Context: an optimization exercise on an open-source flow, tuned for small area. The choices shown serve that exercise and are no tape-out recipe. In this exercise RTL edits were held to simulation tests only and were not proved equivalent to the original. In every run shown here, the design's own scripts or RTL, not TritonCTS, make the clock network. No driver is modelled on the clock port, so clock power and skew are understated where the tree is cut down; a real chip needs a root buffer or a tree. No activity file was given, so power comes from the tool's default toggle rates.

### flow/flow/run.sh
#!/bin/bash
# Layout flow: the standard synthesis; then an iterated, area-oriented
# re-synthesis of the combinational logic only (registers untouched: same
# names and cells); then the standard layout from floorplan to finish,
# with small port buffers and a flat clock tree of a few buffers.
set -euo pipefail
HERE=$(pwd)
RESYN_ROUNDS=8
RESYN_PAR=${NUM_CORES:-4}
RESYN_TIME=20
CLOCK_BUF_CELL=sky130_fd_sc_hd__clkbuf_4
CLOCK_BUF_COUNT=3
INPUT_BUF_CELL=sky130_fd_sc_hd__buf_2
[[ -f flow/settings.sh ]] && source flow/settings.sh
export CLOCK_BUF_CELL CLOCK_BUF_COUNT INPUT_BUF_CELL
R=$HERE/orfs/results/$FLOW_PLATFORM/top/base
export YOSYS=$FLOW_HOME/../tools/install/yosys/bin/yosys
export LIB=$FLOW_HOME/platforms/$FLOW_PLATFORM/lib/sky130_fd_sc_hd__tt_025C_1v80.lib
export TOP=$FLOW_TOP

bash standard.sh synth > std_synth.log 2>&1
cp $R/1_2_yosys.v $HERE/std_netlist.v

# Same dont-use list as the standard synthesis gave ABC.
export DU=$(grep -o -- "-dont_use [^ ]*" $HERE/orfs/logs/$FLOW_PLATFORM/top/base/1_2_yosys.log | sort -u | tr '\n' ' ')
bash flow/resyn.sh $HERE/std_netlist.v $HERE/resyn_netlist.v $HERE/resyn $RESYN_ROUNDS $RESYN_PAR $RESYN_TIME > resyn.log 2>&1
cp $HERE/resyn/choice.txt resyn_choice.txt
if grep -q "^module $FLOW_TOP" $HERE/resyn_netlist.v; then
  cp $HERE/resyn_netlist.v $R/1_2_yosys.v
  rm -f $R/1_synth.odb $R/1_synth.sdc
fi

bash standard.sh "BUFFER_PORTS_ARGS=-outputs -buffer_cell sky130_fd_sc_hd__buf_1" \
  "PRE_GLOBAL_PLACE_TCL=$HERE/flow/pre_place.tcl" \
  "POST_CTS_TCL=$HERE/flow/post_cts.tcl" finish > std_finish.log 2>&1
### flow/flow/clockbuf.tcl
# Replace the clock tree that CTS built by N buffers of one cell type, each
# driven by the clock port and driving a group of sinks split by position.
proc replace_clock_tree { clk_name cell nbuf } {
  set block [ord::get_db_block]
  set clk_net [$block findNet $clk_name]
  set sinks {}
  set tree_insts {}
  set tree_nets {}
  set todo [list $clk_net]
  while {[llength $todo]} {
    set n [lindex $todo 0]; set todo [lrange $todo 1 end]
    foreach it [$n getITerms] {
      if {[$it isOutputSignal]} continue
      set inst [$it getInst]
      set m [[$inst getMaster] getName]
      if {[string match "sky130_fd_sc_hd__clkbuf_*" $m] || [string match "sky130_fd_sc_hd__clkinvlp_*" $m]} {
        if {[lsearch -exact $tree_insts $inst] < 0} { lappend tree_insts $inst }
        foreach o [$inst getITerms] {
          if {[$o isOutputSignal] && [$o getNet] ne "NULL"} { lappend todo [$o getNet]; lappend tree_nets [$o getNet] }
        }
      } else {
        lappend sinks $it
      }
    }
  }
  puts "replace_clock_tree: [llength $sinks] sinks, removing [llength $tree_insts] tree cells"
  # sort sinks by x (then split into nbuf groups of equal size)
  set keyed {}
  foreach it $sinks {
    set b [[$it getInst] getBBox]
    lappend keyed [list [expr {([$b xMin]+[$b xMax])/2}] [expr {([$b yMin]+[$b yMax])/2}] $it]
  }
  set keyed [lsort -integer -index 0 $keyed]
  foreach it $sinks { $it disconnect }
  foreach inst $tree_insts { odb::dbInst_destroy $inst }
  foreach n [lsort -unique $tree_nets] { odb::dbNet_destroy $n }
  set master [[ord::get_db] findMaster $cell]
  set total [llength $keyed]
  for {set g 0} {$g < $nbuf} {incr g} {
    set lo [expr {$g * $total / $nbuf}]
    set hi [expr {($g + 1) * $total / $nbuf - 1}]
    set grp [lrange $keyed $lo $hi]
    set sx 0; set sy 0
    foreach e $grp { set sx [expr {$sx + [lindex $e 0]}]; set sy [expr {$sy + [lindex $e 1]}] }
    set cx [expr {$sx / [llength $grp]}]; set cy [expr {$sy / [llength $grp]}]
    set buf [odb::dbInst_create $block $master clkbuf_leaf_$g]
    set leaf [odb::dbNet_create $block clknet_leaf_$g]
    $leaf setSigType CLOCK
    [$buf findITerm A] connect $clk_net
    [$buf findITerm X] connect $leaf
    foreach e $grp { [lindex $e 2] connect $leaf }
    $buf setLocation $cx $cy
    $buf setPlacementStatus PLACED
  }
}
### flow/flow/post_cts.tcl
# Runs at the end of ORFS's CTS step (POST_CTS_TCL): swap the clock tree for
# a few clock buffers fed by the clock port, then legalise the placement.
source [file join [file dirname [info script]] clockbuf.tcl]
replace_clock_tree clk $::env(CLOCK_BUF_CELL) $::env(CLOCK_BUF_COUNT)
detailed_placement
check_placement -verbose
### flow/flow/pre_place.tcl
# Runs before ORFS's global placement (PRE_GLOBAL_PLACE_TCL): buffer the input
# ports with a cell strong enough to drive the reset net; ORFS then buffers
# the output ports with BUFFER_PORTS_ARGS.
buffer_ports -inputs -buffer_cell $::env(INPUT_BUF_CELL)
### flow/flow/resyn.sh
#!/bin/bash
# Iterated re-synthesis of the combinational logic of a mapped netlist.
# usage: resyn.sh IN.v OUT.v WORKDIR ROUNDS PAR TIME
# Each round re-runs ABC (deepsyn + area mapping) with PAR different seeds
# on the best netlist so far and keeps the smallest result. Registers and
# the tie cell are kept as they are.
set -uo pipefail
IN=$1; OUT=$2; W=$3; ROUNDS=$4; PAR=$5; T=$6
YOSYS=${YOSYS:-$FLOW_HOME/../tools/install/yosys/bin/yosys}
LIB=${LIB:-$FLOW_HOME/platforms/sky130hd/lib/sky130_fd_sc_hd__tt_025C_1v80.lib}
DU=${DU:-}
TOP=${TOP:-top}
mkdir -p $W
cp $IN $W/best.v
bestA=""
seed=1
for ((r = 1; r <= ROUNDS; r++)); do
  for ((p = 0; p < PAR; p++)); do
    s=$seed; seed=$((seed + 1))
    echo "strash; &get -n; &deepsyn -T $T -S $((s % 101)); &put; dch -f; amap" > $W/r$s.abc
    cat > $W/r$s.ys <<EOT
read_liberty -ignore_miss_func $LIB
read_verilog $W/best.v
hierarchy -top $TOP
setattr -set keep_hierarchy 1 t:sky130_fd_sc_hd__df* t:sky130_fd_sc_hd__conb_1
flatten
delete t:\$scopeinfo
abc -liberty $LIB $DU -script $W/r$s.abc
opt_clean -purge
tee -o $W/r$s.stat stat -liberty $LIB
select $TOP
write_verilog -noattr -nohex -nodec -selected $W/r$s.v
EOT
    $YOSYS -s $W/r$s.ys > $W/r$s.log 2>&1 &
  done
  wait
  for ((s2 = seed - PAR; s2 < seed; s2++)); do
    a=$(grep "Chip area for module" $W/r$s2.stat 2>/dev/null | awk '{print $NF}')
    [[ -n "$a" ]] || continue
    echo "round $r seed $s2 area $a" >> $W/choice.txt
    if [[ -z "$bestA" ]] || awk -v a=$a -v b=$bestA 'BEGIN{exit !(a<b)}'; then bestA=$a; cp $W/r$s2.v $W/best.v; echo "  new best $a" >> $W/choice.txt; fi
  done
done
cp $W/best.v $OUT
echo "final $bestA" >> $W/choice.txt
### flow/standard.sh
#!/bin/bash
# synth_recipe.tcl (not shown) runs the flow's synth.tcl, then flattens the netlist and writes it again
# the make line also repeats each setting of config.mk as NAME=value (left out here)
make -C /OpenROAD-flow-scripts/flow DESIGN_CONFIG=/design/flow/config.mk WORK_HOME=/design/flow/orfs CLKGATE_MAP_FILE= SYNTH_SCRIPT=/design/flow/synth_recipe.tcl "${@:-finish}"
### flow/config.mk
export PLATFORM = sky130hd
export DESIGN_NAME = top
export DESIGN_NICKNAME = top
export VERILOG_FILES = /design/flow/design.v
export SDC_FILE = /design/flow/constraint.sdc
export NUM_CORES = 4
export LEC_CHECK = 0
export CAP_MARGIN = 0
export CORE_MARGIN = 2
export CORE_UTILIZATION = 75
export SLEW_MARGIN = 0
### flow/constraint.sdc
create_clock -name core_clock -period 10.0 [get_ports {clk}]
set_input_delay 2.0000 -clock core_clock [delete_from_list [all_inputs] [get_ports {clk}]]
set_output_delay 2.0000 -clock core_clock [all_outputs]
set_load 0.01 [all_outputs]
### flow/design.v
module top #(
    parameter int INC_DEC_INTERVAL = 10_000,
    parameter int INC_DEC_MAX      = 200,
    parameter int STATE_COUNT      = 6,
    parameter int PWM_INTERVAL     = 1200,
    parameter int STEP_VAL         = (PWM_INTERVAL / INC_DEC_MAX) > 0
                                   ? (PWM_INTERVAL / INC_DEC_MAX) : 1
) (
    input  logic clk,
    input  logic SW,
    output logic RGB_R,
    output logic RGB_G,
    output logic RGB_B,
    output logic LED
);
    wire rst_n = SW;
    logic [2:0] p1;        
    logic [7:0] p6;        
    logic [4:0] blk;       
    logic [7:0] J;         
    logic       par;       
    logic [1:0] k;         
    wire p1_1 = ~p1[1] &  p1[0];
    wire p1_3 =  p1[2] &  p1[0];
    wire p1_5 =  p1[2] & ~p1[1];
    wire blk_end = (p6 == 8'd66  && p1_3) ||
                   (p6 == 8'd133 && p1_1) ||
                   (p6 == 8'd199 && p1_5);
    wire tick    = blk_end && blk == 5'd31;
    wire odd     = par;
    wire last    = odd ? (J == 8'd1) : (J == 8'd199);
    wire start   = k[1] & k[0];
    always_ff @(posedge clk or negedge rst_n)
        if (!rst_n) begin
            p1      <= '0;
            p6      <= '0;
            blk     <= 5'd7;
            J       <= '0;
            par     <= 1'b0;
            k       <= 2'b11;
        end else begin
            p1 <= {p1[1:0], ~p1[2]};
            if (p1_5)
                p6 <= (p6 == 8'd199) ? 8'd0 : p6 + 8'd1;
            if (blk_end)
                blk <= (blk == 5'd31) ? 5'd7 : blk + 5'd1;
            if (tick) begin
                J <= odd ? J - 8'd1 : J + 8'd1;
                if (last)
                    par <= ~par;
                if (last || start)
                    k <= {k[0] & ~k[1], ~(k[1] | k[0])};
            end
        end
    wire ramp = p6 < J;
    wire k0 = ~(k[1] ^ k[0]);
    wire k1 = k[0] & ~k[1];
    wire k2 = k[1] & ~k[0];
    wire on_g = k0 ? ramp : (k1 ?  par : ~par);
    wire on_r = k1 ? ramp : (k2 ?  par : ~par & ~k[0]);
    wire on_b = k2 ? ramp : (k0 ?  par : ~par);
    assign RGB_R = ~on_r;
    assign RGB_G = ~on_g;
    assign RGB_B = ~on_b;
    assign LED   = 1'b1;
endmodule
==> results of run 1 <==
-- final timing paths --
check                      cells past startpoint     end
min reg2reg                                    0   p1[1]
min in group asynchronous                      0     par
max in group asynchronous                      0  blk[1]
max reg2reg                                   13    J[7]
min                                            0   p1[1]
max                                           11   RGB_B
-- sequential cells by signal, summed over array words and instances, names as in the netlist --
register / cells
J: 8
blk: 5
k: 2
p1: 3
p6: 8
par: 1
-- per-layer routing --
metal,up-vias,GRT usage [%],wire (um)
met1,519,37.13,1069
met5,-,0,0
li1,542,-,-
met4,0,9.412,48
met3,7,9.127,152
met2,45,50.70,1261
-- stage by stage --
stage / utilization [%] / instances / cell area (um2) / hold WS [ns] / power (uW)
detailed placement: 84.43 / 170 / 1316 / 0.4095 / 111.5
finish: 85.87 / 173 / 1339 / 0.4273 / 149.1
global route: 85.87 / 173 / 1339 / 0.4485 / 152.2
floorplan: - / 151 / 1285 / 0.3753 / 111.5
global placement: 84.43 / 170 / 1316 / 0.3885 / 111.5
-- layout make-up --
| cell class | instances | area (um2) | area share, % |
|---|---|---|---|
| timing repair buffer | 3 | 11.26 | 0.8411 |
| sequential | 27 | 681.9 | 50.93 |
| buffer | 3 | 22.52 | 1.682 |
| multi-input combinational | 102 | 520.5 | 38.88 |
| tap | 16 | 20.02 | 1.495 |
| inverter | 22 | 82.58 | 6.168 |
-- report_power, final --
part           switching [uW]  leakage (uW)  internal (uW)  total (uW)
registers                   0      0.000349            109         109
logic                   0.175      0.000197              0       0.175
clock network            25.4     0.0000138           14.4        39.7
total                    25.5      0.000560            124         149
-- worst max-delay path, cell delays in order, from the launching register on --
cell and delay [ns]:
dfrtp_1 0.43, clkinv_1 0.13, nor2_1 0.17, o32ai_1 0.11, a222oi_1 0.28, a211oi_1 0.09
a211oi_1 0.17, a221oi_1 0.07, o22ai_1 0.19, clkinv_1 0.11, a211oi_1 0.22, buf_1 0.17
-- placed cells by master, fill, tap and decap left out, drive strengths merged, types with 2 or more instances in the layout --
| cell type | count |
|---|---|
| dfrtp | 22 |
| a21oi | 13 |
| a211oi | 4 |
| nor2 | 32 |
| buf | 3 |
| o21ai | 11 |
| a32oi | 2 |
| and3 | 2 |
| o21a | 2 |
| o22ai | 7 |
| dfstp | 5 |
| clkinv | 22 |
| nand2 | 11 |
| nand3 | 2 |
| clkbuf | 3 |
| and2 | 2 |
| nor3 | 4 |
==> impl_metrics.py, run 1 <==
metrics = {
    "status": {
        "outcome": "complete, no violations",
    },
    "placed_design": {
        "dpl.hpwl_mm": 1.867,
        "io_buffer_count": 4,
        "gp_congestion": 0.8534,
        "pre_cts_ws_ns": 6.012,
    },
    "global_route": {
        "grt_overflow": 0,
        "antenna_found_initial": 0,
        "grt_pass1_wl_mm": 4.402,
        "grt_pass1_vias": 1078,
        "grt.total_usage_pct": 30.14,
        "grt_max_degree": 28,
    },
    "min_path": {
        "hold_path.class": "register to register",
        "hp-start": "p1[0]",
    },
    "clock_network": {
        "cts_sinks": 27,
        "insertion_delay_ns": 0.16,
        "clk_pin_slew_ns": 0.09,
    },
    "timing": {
        "hold_viol": 0,
        "timing.final.ws_setup_ns": 5.705,
        "tns_ns": 0,
        "period_share_pct": 42.95,
        "rsz0062_at_grt": "no",
        "setup_viol": 0,
        "final_period_minus_worst_setup_slack_ns": 4.295,
        "slew_viol_final": 0,
        "fmax_ghz": 0.2328,
        "fin_worst_skew_ns": 0.01263,
    },
    "worst_setup_path": {
        "critPathCaptureType": "primary output",
        "critPathLaunch": "p6[1]",
        "start_kind": "register",
        "cp.required_ns": 8.00,
        "critPathMaxFanout": 4,
        "regToRegStartpoint": "p6[7]",
        "r2r_setup_slack_ns": 6.98,
        "criticalPathCategory": "register to primary output",
        "crit_arrival_ns": 2.29,
    },
    "job": {
        "max_cap_violations": 0,
    },
    "die": {
        "io_pins": 6,
        "num_rows": 14,
        "die_h_um": 45.39,
        "dieArea_um2": 2060,
        "coreArea_um2": 1559,
        "die_w_um": 45.39,
        "initial_core_util_pct": 82.42,
    },
    "finish": {
        "synthToLayoutAreaGrowth_pct": 4.187,
        "diodes": 0,
        "nets": 161,
        "fillers": 84,
        "drive_gt1_share_pct": 5.096,
    },
    "routing": {
        "dr.pass1.iters": 5,
        "vias": 1113,
        "avgRoutedWirePerCell_um": 14.64,
        "drc_errors": 0,
        "drt_iter0_drc": 56,
        "postRouteAntennaNets": 0,
        "wl_mm": 2.532,
        "drt-vias-per-instance": 6.434,
    },
    "synthesis": {
        "syn_nets": 153,
        "yosysWarnings": 1,
        "synthesis.area_um2": 1285,
        "syn_inst": 151,
        "syn-mean-instance-area_um2": 8.510,
    },
    "power": {
        "power_density_nw_per_um2": 111.4,
        "p_leak_uw": 0.0005603,
        "vdd_drop_max_mv": 0.1031,
    },
}
==> run 2: changes to the inputs <==
==> flow/flow/settings.sh (new file) <==
RESYN_ROUNDS=2
--- a/flow/config.mk
+++ b/flow/config.mk
@@ -7,5 +7,6 @@
 export LEC_CHECK = 0
 export CAP_MARGIN = 0
 export CORE_MARGIN = 2
-export CORE_UTILIZATION = 75
+export CORE_UTILIZATION = 40
+export PLACE_DENSITY = 0.85
 export SLEW_MARGIN = 0
==> impl_metrics.py, run 2 <==
metrics = {
    "timing": {
        "tns_ns": 0,
        "slew_viol_final": 0,
        "rsz0062_at_grt": "no",
        "fmax_ghz": 0.2315,
        "period_share_pct": 43.20,
        "setup_viol": 0,
        "hold_viol": 0,
        "fin_worst_skew_ns": 0.009390,
        "final_period_minus_worst_setup_slack_ns": 4.320,
    },
    "placed_design": {
        "gp_congestion": 0.8957,
        "io_buffer_count": 4,
        "dp.cells": 202,
        "dpl.hpwl_mm": 1.814,
    },
    "finish": {
        "mostFrequentLayoutCell": "nor2_1",
        "drive_gt1_share_pct": 4.969,
        "stdcell_count": 205,
        "diodes": 0,
        "reg_top3": "J: 8 flops, p6: 8 flops, blk: 5 flops",
        "nets": 165,
        "synthToLayoutAreaGrowth_pct": 6.873,
        "final_cell_mix": "nor2_1, clkinv_1, dfrtp_1",
    },
    "worst_setup_path": {
        "cp_cell_sequence": "clkinv_1 -> nor2_1 -> o22ai_1 -> a222oi_1 -> a221oi_1 -> a221oi_1 -> a21oi_1 -> o21ai_0 -> o221ai_1 -> o21ai_0 -> o21ai_0 -> buf_1",
        "reg2reg_depth": 17,
        "critPathLaunch": "J[0]",
        "cpPeakStageDelay_ns": 0.44,
        "start_kind": "register",
        "critPathCaptureType": "primary output",
        "critPathMaxFanout": 6,
        "cp_top_family": "compound AO/OA/AOI/OAI gates",
        "critPathSlowestCell": "dfrtp_1",
        "r2r_end": "J[7]",
        "r2r_setup_slack_ns": 6.76,
        "crit_arrival_ns": 2.32,
        "path_buf_inv": 2,
        "criticalPathCategory": "register to primary output",
        "crit_top_cell": "o21ai_0",
        "cp.required_ns": 8.00,
        "cp.depth": 12,
        "regToRegStartpoint": "p6[7]",
    },
    "synthesis": {
        "syn-mean-instance-area_um2": 8.339,
        "synthesis.area_um2": 1292,
        "syn_nets": 157,
        "syn_inst": 155,
        "yosysWarnings": 1,
    },
    "min_path": {
        "hold_path.class": "register to register",
        "holdPathEnd": "p1[2]",
        "worstHoldPathCells": 0,
        "hp-start": "p1[1]",
    },
    "die": {
        "dieArea_um2": 3702,
        "initial_core_util_pct": 42.34,
        "io_pins": 6,
        "num_rows": 20,
        "die_w_um": 60.85,
        "die_h_um": 60.85,
        "coreArea_um2": 3053,
    },
    "power": {
        "p_leak_uw": 0.0005282,
        "power_density_nw_per_um2": 109.7,
        "vdd_drop_max_mv": 0.05353,
    },
    "global_route": {
        "grt_pass1_vias": 930,
        "antenna_found_initial": 0,
        "grt_overflow": 0,
        "grt_max_degree": 28,
        "grt.total_usage_pct": 14.37,
        "grt_pass1_wl_mm": 4.008,
    },
    "job": {
        "max_cap_violations": 0,
    },
    "clock_network": {
        "insertion_delay_ns": 0.16,
        "cts_sinks": 27,
        "clk_pin_slew_ns": 0.09,
    },
    "routing": {
        "dr.pass1.iters": 4,
        "drt_iter0_drc": 73,
        "drt-vias-per-instance": 5.249,
        "postRouteAntennaNets": 0,
        "vias": 1076,
        "wl_mm": 2.335,
        "drc_errors": 0,
        "avgRoutedWirePerCell_um": 11.39,
    },
    "status": {
        "outcome": "complete, no violations",
    },
}
run 2: per-stage QoR:
step / worst slack [ns] / power [uW] / hold WS [ns] / utilization (%) / instance area, um2
floorplan: 6.222 / 111.5 / 0.3751 / - / 1292
global placement: 6.047 / 111.5 / 0.4069 / 44.51 / 1359
detailed placement: 5.898 / 111.5 / 0.4081 / 44.51 / 1359
global route: 5.393 / 157.7 / 0.4454 / 45.25 / 1381
finish: 5.680 / 151.6 / 0.4252 / 45.25 / 1381
run 2: layer usage:
layer,GRT usage [%],share of wire [%],wire length [um]
met4,3.727,1.4,32
met5,0,0,0
met2,24.27,47,1091
met3,3.838,6.0,141
met1,18.29,46,1069
run 2: area by class of cell:
cell class | count | area (um2)
tap | 44 | 55.05
timing repair buffer | 3 | 11.26
sequential | 27 | 681.9
buffer | 3 | 22.52
fill | 300 | 1672
multi-input combinational | 102 | 513.0
inverter | 26 | 97.59
run 2: where the power goes:
part	internal, uW	switching, uW	leakage (uW)
logic	0	0.170	0.000165
registers	109	0	0.000349
clock network	14.4	27.8	0.0000138
run 2: worst max path at each step:
| stage | endpoint | slack [ns] |
|---|---|---|
| after floorplan | RGB_B | 6.22 |
| after global placement | RGB_G | 6.05 |
| after detailed placement | RGB_G | 5.90 |
| after global routing | RGB_G | 5.39 |
| final | RGB_G | 5.68 |
==> run 3: changes to the inputs <==
==> flow/flow/settings.sh (replaced) <==
RESYN_ROUNDS=2
CLOCK_BUF_CELL=sky130_fd_sc_hd__clkbuf_16
CLOCK_BUF_COUNT=1
--- a/flow/config.mk
+++ b/flow/config.mk
@@ -8,5 +8,4 @@
 export CAP_MARGIN = 0
 export CORE_MARGIN = 2
 export CORE_UTILIZATION = 40
-export PLACE_DENSITY = 0.85
 export SLEW_MARGIN = 0
==> impl_metrics.py, run 3 <==
metrics = {
    "status": {
        "outcome": "complete, no violations",
    },
    "placed_design": {
        "dpl.hpwl_mm": 1.907,
        "gp_congestion": 0.8656,
        "io_buffer_count": 4,
    },
    "finish": {
        "drive_gt1_share_pct": 3.774,
        "nets": 163,
        "fillers": 308,
        "reg_top3": "J: 8 flops, p6: 8 flops, blk: 5 flops",
        "mostFrequentLayoutCell": "nor2_1",
        "diodes": 0,
        "fin_util_pct": 45.33,
        "synthToLayoutAreaGrowth_pct": 7.067,
        "final_cell_mix": "nor2_1, clkinv_1, dfrtp_1",
    },
    "global_route": {
        "grt_pass1_wl_mm": 4.422,
        "antenna_found_initial": 0,
        "grt_max_degree": 28,
        "grt_pass1_vias": 1008,
        "grt_overflow": 0,
        "grt.total_usage_pct": 15.51,
    },
    "die": {
        "die_h_um": 60.85,
        "coreArea_um2": 3053,
        "die_w_um": 60.85,
        "initial_core_util_pct": 42.34,
        "io_pins": 6,
        "dieArea_um2": 3702,
        "num_rows": 20,
    },
    "worst_setup_path": {
        "reg2reg_depth": 17,
        "start_kind": "register",
        "r2r_setup_slack_ns": 6.71,
        "critPathCaptureType": "primary output",
        "crit_arrival_ns": 2.30,
        "criticalPathCategory": "register to primary output",
        "critPathLaunch": "J[0]",
        "regToRegStartpoint": "p6[7]",
        "r2r_end": "J[7]",
        "cp-endpoint": "RGB_G",
        "cp.required_ns": 8.00,
        "critPathMaxFanout": 6,
    },
    "routing": {
        "avgRoutedWirePerCell_um": 12.02,
        "wl_mm": 2.440,
        "drt-vias-per-instance": 5.187,
        "drc_errors": 0,
        "drt_iter0_drc": 61,
        "vias": 1053,
        "postRouteAntennaNets": 0,
        "dr.pass1.iters": 4,
    },
    "power": {
        "vdd_drop_max_mv": 0.07999,
        "p_leak_uw": 0.0005267,
        "power_density_nw_per_um2": 112.0,
    },
    "timing": {
        "rsz0062_at_grt": "no",
        "final_period_minus_worst_setup_slack_ns": 4.302,
        "tns_ns": 0,
        "slew_viol_final": 0,
        "hold_viol": 0,
        "setup_viol": 0,
        "fin_worst_skew_ns": 0.005001,
        "period_share_pct": 43.02,
        "fmax_ghz": 0.2324,
    },
    "job": {
        "max_cap_violations": 0,
    },
    "clock_network": {
        "insertion_delay_ns": 0.16,
        "clk_pin_slew_ns": 0.10,
        "cts_sinks": 27,
    },
    "synthesis": {
        "syn_nets": 157,
        "yosysWarnings": 1,
        "synthesis.area_um2": 1292,
        "syn-mean-instance-area_um2": 8.339,
        "syn_inst": 155,
    },
    "min_path": {
        "hold_path.class": "register to register",
    },
}
run 3: routing by layer:
metal / global-route usage (%) / routed length (um)
met5: 0 / 0
met4: 1.863 / 23
met3: 2.985 / 70
met2: 27.50 / 1157
met1: 20.24 / 1189
run 3: layout make-up:
class	count	area (um2)	share of cell area (%)
Inverter	26	97.59	7.052
Buffer	1	25.02	1.808
Tap cell	44	55.05	3.978
Timing Repair Buffer	3	11.26	0.8137
Sequential cell	27	681.9	49.28
Multi-Input combinational cell	102	513.0	37.07
run 3: report_power, final:
group | total [uW] | switching (uW) | internal, uW
Combinational | 0.171 | 0.170 | 0
Sequential | 109 | 0 | 109
Clock | 45.6 | 27.1 | 18.5
run 3: metrics by stage:
stage               total power (uW)  hold WS (ns)  instances  worst slack, ns  instance area (um2)
finish                         155.0        0.4191        203            5.698                 1384
global placement               111.5        0.3995        202            6.019                 1359
floorplan                      111.5        0.3751        155            6.222                 1292
detailed placement             111.5        0.4014        202            5.898                 1359
global route                   163.5        0.4511        203            5.375                 1384
run 3: worst min path at each step:
stage	from	cells after the start	end
after global routing	p1[0]	0	p1[1]
after detailed placement	p1[0]	0	p1[1]
after floorplan	p1[0]	0	p1[1]
after global placement	p1[0]	0	p1[1]
final	p1[0]	0	p1[1]
run 3: critical path: stages (launching register included):
cell,delay (ns)
dfrtp_1,0.45
clkinv_1,0.20
nor2_1,0.14
o22ai_1,0.08
a222oi_1,0.24
a221oi_1,0.08
a221oi_1,0.25
a21oi_1,0.07
o21ai_0,0.08
o221ai_1,0.12
o21ai_0,0.14
o21ai_0,0.14
buf_1,0.14
==> run 4: changes to the inputs <==
==> flow/flow/settings.sh (replaced) <==
RESYN_ROUNDS=12
--- a/flow/config.mk
+++ b/flow/config.mk
@@ -6,6 +6,7 @@
 export NUM_CORES = 4
 export LEC_CHECK = 0
 export CAP_MARGIN = 0
-export CORE_MARGIN = 2
-export CORE_UTILIZATION = 40
+export CORE_AREA = 2 2 60 60
+export DIE_AREA = 0 0 62 62
+export PLACE_DENSITY = 0.85
 export SLEW_MARGIN = 0
==> impl_metrics.py, run 4 <==
metrics = {
    "status": {
        "outcome": "complete, no violations",
    },
    "timing": {
        "final_period_minus_worst_setup_slack_ns": 4.291,
        "rsz0062_at_grt": "no",
        "fmax_ghz": 0.2330,
        "setup_viol": 0,
        "hold_ws_ns": 0.4220,
        "tns_ns": 0,
        "fin_worst_skew_ns": 0.003660,
        "hold_viol": 0,
        "slew_viol_final": 0,
        "timing.final.ws_setup_ns": 5.709,
        "period_share_pct": 42.91,
    },
    "placed_design": {
        "io_buffer_count": 4,
        "pre_cts_ws_ns": 5.877,
        "gp_congestion": 0.8855,
        "dpl.hpwl_mm": 1.774,
    },
    "synthesis": {
        "syn-mean-instance-area_um2": 8.510,
        "yosysWarnings": 1,
        "syn_inst": 151,
        "syn_nets": 153,
        "synthesis.area_um2": 1285,
    },
    "min_path": {
        "hold_path.class": "register to register",
    },
    "worst_setup_path": {
        "regToRegStartpoint": "p6[2]",
        "crit_arrival_ns": 2.29,
        "critPathMaxFanout": 4,
        "r2r_end": "J[7]",
        "criticalPathCategory": "register to primary output",
        "critPathCaptureType": "primary output",
        "critPathLaunch": "p6[1]",
        "cp-endpoint": "RGB_B",
        "start_kind": "register",
        "r2r_setup_slack_ns": 7.10,
        "reg2reg_depth": 12,
        "cp.required_ns": 8.00,
    },
    "routing": {
        "drt_iter0_drc": 52,
        "avgRoutedWirePerCell_um": 11.52,
        "dr.pass1.iters": 4,
        "drt-vias-per-instance": 5.296,
        "drc_errors": 0,
        "wl_mm": 2.339,
        "postRouteAntennaNets": 0,
        "vias": 1075,
    },
    "power": {
        "power_density_nw_per_um2": 108.5,
        "vdd_drop_max_mv": 0.06537,
        "p_leak_uw": 0.0005603,
        "total_power_uw": 149.4,
    },
    "global_route": {
        "grt_pass1_vias": 920,
        "grt_max_degree": 28,
        "antenna_found_initial": 0,
        "grt.total_usage_pct": 13.69,
        "grt_overflow": 0,
        "grt_pass1_wl_mm": 3.877,
    },
    "die": {
        "num_rows": 21,
        "die_h_um": 62,
        "die_w_um": 62,
        "coreArea_um2": 3284,
        "io_pins": 6,
        "initial_core_util_pct": 39.12,
        "dieArea_um2": 3844,
    },
    "finish": {
        "drive_gt1_share_pct": 5.096,
        "final_cell_mix": "nor2_1, dfrtp_1, clkinv_1",
        "reg_top3": "J: 8 flops, p6: 8 flops, blk: 5 flops",
        "nets": 161,
        "diodes": 0,
        "synthToLayoutAreaGrowth_pct": 7.108,
        "mostFrequentLayoutCell": "nor2_1",
        "fillers": 326,
    },
    "clock_network": {
        "clk_pin_slew_ns": 0.09,
        "cts_sinks": 27,
        "insertion_delay_ns": 0.15,
    },
    "job": {
        "max_cap_violations": 0,
    },
}
-- run 4: critical path, cell delays in order (launching register included) --
cell,delay (ns)
dfrtp_1,0.41
clkinv_1,0.13
nor2_1,0.10
o32ai_1,0.09
a222oi_1,0.31
a211oi_1,0.10
a211oi_1,0.21
a221oi_1,0.08
o22ai_1,0.19
clkinv_1,0.10
a211oi_1,0.24
buf_1,0.18
-- run 4: through the flow --
step	utilization [%]	area [um2]	cells
after detailed placement	41.22	1354	200
after floorplan	-	1285	151
after global routing	41.90	1376	203
after global placement	41.22	1354	200
final	41.90	1376	203
-- run 4: routing by layer --
| metal | GRT usage (%) | vias to the layer above | wire length (um) |
|---|---|---|---|
| met5 | 0 | - | 0 |
| met4 | 5.775 | 0 | 74 |
| met3 | 3.934 | 8 | 130 |
| met2 | 20.68 | 30 | 1034 |
| met1 | 18.40 | 495 | 1101 |
| li1 | - | 542 | - |
-- run 4: worst min path at each step --
stage,start,to,depth (start not counted)
final,p1[0],p1[1],0
after global routing,p1[0],p1[1],0
after detailed placement,p1[0],p1[1],0
after global placement,p1[0],p1[1],0
after floorplan,p1[1],p1[2],0
-- run 4: final cells by class --
class	count	area, um2	share of cell area (%)
buffer	3	22.52	1.636
inverter	22	82.58	6.000
multi-input combinational	102	520.5	37.82
sequential	27	681.9	49.55
tap	46	57.56	4.182
timing repair buffer	3	11.26	0.8182
-- run 4: power by group --
| group | internal (uW) | switching [uW] | total (uW) |
|---|---|---|---|
| registers | 109 | 0 | 109 |
| logic | 0 | 0.168 | 0.169 |
| clock network | 14.4 | 25.6 | 40.0 |
==> run 5: changes to the inputs <==
--- a/flow/design.v
+++ b/flow/design.v
@@ -23,33 +23,35 @@
     wire p1_1 = ~p1[1] &  p1[0];
     wire p1_3 =  p1[2] &  p1[0];
     wire p1_5 =  p1[2] & ~p1[1];
+    wire p6_199  = p6[7] & p6[6] & p6[2] & p6[1] & p6[0];
     wire blk_end = (p6 == 8'd66  && p1_3) ||
                    (p6 == 8'd133 && p1_1) ||
-                   (p6 == 8'd199 && p1_5);
-    wire tick    = blk_end && blk == 5'd31;
+                   (p6_199 && p1_5);
+    wire blk_24  = blk[4] & blk[3];
+    wire tick    = blk_end && blk_24;
     wire odd     = par;
-    wire last    = odd ? (J == 8'd1) : (J == 8'd199);
-    wire start   = k[1] & k[0];
+    wire last    = odd ? (J[7:1] == 7'd0) : (J[7] & J[6] & J[2] & J[1] & J[0]);
+    wire start   = ~k[1] & ~k[0];
     always_ff @(posedge clk or negedge rst_n)
         if (!rst_n) begin
             p1      <= '0;
             p6      <= '0;
-            blk     <= 5'd7;
+            blk     <= 5'd0;
             J       <= '0;
             par     <= 1'b0;
-            k       <= 2'b11;
+            k       <= 2'b00;
         end else begin
             p1 <= {p1[1:0], ~p1[2]};
             if (p1_5)
-                p6 <= (p6 == 8'd199) ? 8'd0 : p6 + 8'd1;
+                p6 <= p6_199 ? 8'd0 : p6 + 8'd1;
             if (blk_end)
-                blk <= (blk == 5'd31) ? 5'd7 : blk + 5'd1;
+                blk <= blk_24 ? 5'd0 : blk + 5'd1;
             if (tick) begin
                 J <= odd ? J - 8'd1 : J + 8'd1;
                 if (last)
                     par <= ~par;
                 if (last || start)
-                    k <= {k[0] & ~k[1], ~(k[1] | k[0])};
+                    k <= {~(k[1] & k[0]), k[1] | ~k[0]};
             end
         end
     wire ramp = p6 < J;
@@ -57,7 +59,7 @@
     wire k1 = k[0] & ~k[1];
     wire k2 = k[1] & ~k[0];
     wire on_g = k0 ? ramp : (k1 ?  par : ~par);
-    wire on_r = k1 ? ramp : (k2 ?  par : ~par & ~k[0]);
+    wire on_r = k1 ? ramp : (k2 ?  par : ~par & k[0]);
     wire on_b = k2 ? ramp : (k0 ?  par : ~par);
     assign RGB_R = ~on_r;
     assign RGB_G = ~on_g;
==> impl_metrics.py, run 5 <==
metrics = {
    "status": {
        "outcome": "complete, no violations",
    },
    "finish": {
        "drive_gt1_share_pct": 2.581,
        "stdcell_count": 201,
        "synthToLayoutAreaGrowth_pct": 7.542,
        "final_cell_mix": "dfrtp_1, clkinv_1, nor2_1",
        "mostFrequentLayoutCell": "dfrtp_1",
        "nets": 158,
        "reg_top3": "J: 8 flops, p6: 8 flops, blk: 5 flops",
        "diodes": 0,
    },
    "die": {
        "die_h_um": 62,
        "num_rows": 21,
        "coreArea_um2": 3284,
        "io_pins": 6,
        "dieArea_um2": 3844,
        "initial_core_util_pct": 38.90,
        "die_w_um": 62,
    },
    "power": {
        "p_leak_uw": 0.0005584,
        "vdd_drop_max_mv": 0.05415,
        "power_density_nw_per_um2": 112.0,
    },
    "timing": {
        "tns_ns": 0,
        "fin_worst_skew_ns": 0.01692,
        "hold_ws_ns": 0.3957,
        "relSlewSlack_pct": 62.56,
        "rsz0062_at_grt": "no",
        "setup_viol": 0,
        "hold_viol": 0,
        "period_share_pct": 40.74,
        "final_period_minus_worst_setup_slack_ns": 4.074,
        "fmax_ghz": 0.2455,
        "slew_viol_final": 0,
        "tightest_slew_ns": 0.5574,
    },
    "synthesis": {
        "syn-mean-instance-area_um2": 8.632,
        "synthesis.area_um2": 1277,
        "syn_nets": 150,
        "syn_inst": 148,
        "yosysWarnings": 1,
    },
    "placed_design": {
        "io_buffer_count": 4,
        "dp.cells": 197,
        "dpl.hpwl_mm": 1.796,
        "gp_congestion": 0.9447,
    },
    "min_path": {
        "hold_path.class": "register to register",
    },
    "routing": {
        "dr.pass1.iters": 4,
        "avgRoutedWirePerCell_um": 11.79,
        "drc_errors": 0,
        "drt-vias-per-instance": 5.269,
        "vias": 1059,
        "postRouteAntennaNets": 0,
        "drt_iter0_drc": 92,
        "wl_mm": 2.370,
    },
    "worst_setup_path": {
        "start_kind": "register",
        "cp.required_ns": 8.00,
        "critPathMaxFanout": 5,
        "criticalPathCategory": "register to primary output",
        "crit_arrival_ns": 2.07,
        "critPathCaptureType": "primary output",
    },
    "global_route": {
        "antenna_found_initial": 0,
        "grt_pass1_vias": 895,
        "gr-usage-met2_pct": 22.47,
        "use_met1_pct": 16.30,
        "grt_pass1_wl_mm": 3.705,
        "grt_overflow": 0,
        "busiest_layer": "met2",
        "grt.total_usage_pct": 13.05,
        "use_met3_pct": 4.348,
        "grt_max_degree": 28,
    },
    "job": {
        "max_cap_violations": 0,
    },
    "clock_network": {
        "cts_sinks": 27,
        "clk_pin_slew_ns": 0.10,
        "insertion_delay_ns": 0.17,
    },
}
-- run 5: critical path: stages, from the launching register on --
cell and delay (ns):
dfrtp_1 0.42, clkinv_1 0.15, a211oi_1 0.24, o21ai_0 0.11
o21ai_0 0.07, o221ai_1 0.12, o221ai_1 0.08, o21ai_0 0.10
a21oi_1 0.15, a21oi_1 0.07, o22ai_1 0.16, o32ai_1 0.11
buf_1 0.14
-- run 5: worst paths after layout --
check | depth (start not counted) | startpoint | slack (ns) | end
setup / recovery | 12 | J[0] | 5.93 | RGB_G
hold / removal | 0 | p1[0] | 0.40 | p1[1]
setup reg to reg | 13 | p1[1] | 7.15 | k[1]
hold reg to reg | 0 | p1[0] | 0.40 | p1[1]
max in group asynchronous | 0 | SW | 8.40 | p6[2]
min in group asynchronous | 0 | SW | 1.50 | J[5]
-- run 5: routing by layer --
metal  up-vias  share of wire (%)
li1        541                  -
met1       496                 47
met2        20                 47
met3         2                4.7
met4         0               0.51
met5         -                  0
-- run 5: area by class of cell --
cell class / count / area, um2
fillers: 314 / 1911
flip-flops and latches: 27 / 675.6
multi-input cells: 98 / 515.5
inverters: 23 / 86.33
well taps: 46 / 57.56
plain buffers: 3 / 22.52
repair buffers: 3 / 11.26
clock inverters: 1 / 5.005
-- run 5: metrics by stage --
| stage | util (%) | setup slack [ns] | total power, uW | instance area (um2) |
|---|---|---|---|---|
| finish | 41.83 | 5.926 | 153.9 | 1374 |
| global route | 41.83 | 5.632 | 158.5 | 1374 |
| detailed placement | 40.99 | 6.109 | 111.4 | 1346 |
| global placement | 40.99 | 6.229 | 111.4 | 1346 |
| floorplan | - | 6.352 | 111.4 | 1277 |
-- run 5: report_power, final --
part	switching, uW	internal [uW]	leakage, uW
Clock	29.4	15.3	0.0000177
Sequential	0	109	0.000368
Combinational	0.169	0	0.000173
Total	29.5	124	0.000558

-- re-timing with driven ports --
No port has a modelled driver above. Below, the same layouts with a new extraction and two added sets of constraints. Step 1: set_driving_cell puts a clkbuf_16 on clk and a buf_2 on each other input, an assumption about the parent block. Step 2, shift: input delay + t, output delay - t, t = (earliest + latest rising clock arrival at the registers) / 2. This alone moves slack from input paths to output paths. Three values: ideal ports, drivers, drivers and shift; two values: the first two.
run | t, ns | setup slack, ns | worst setup path after step 2 | worst slew at a driven data input, ns
run 1 | 0.182 | 5.705 / 5.674 / 5.856 | register to output | 0.56
run 2 | 0.191 | 5.680 / 5.648 / 5.839 | register to output | 0.58
run 3 | 0.190 | 5.698 / 5.669 / 5.858 | register to output | 0.58
run 4 | 0.188 | 5.709 / 5.673 / 5.861 | register to output | 0.58
run 5 | 0.195 | 5.926 / 5.894 / 6.088 | register to output | 0.59
After both steps setup and hold are still met in every run listed.
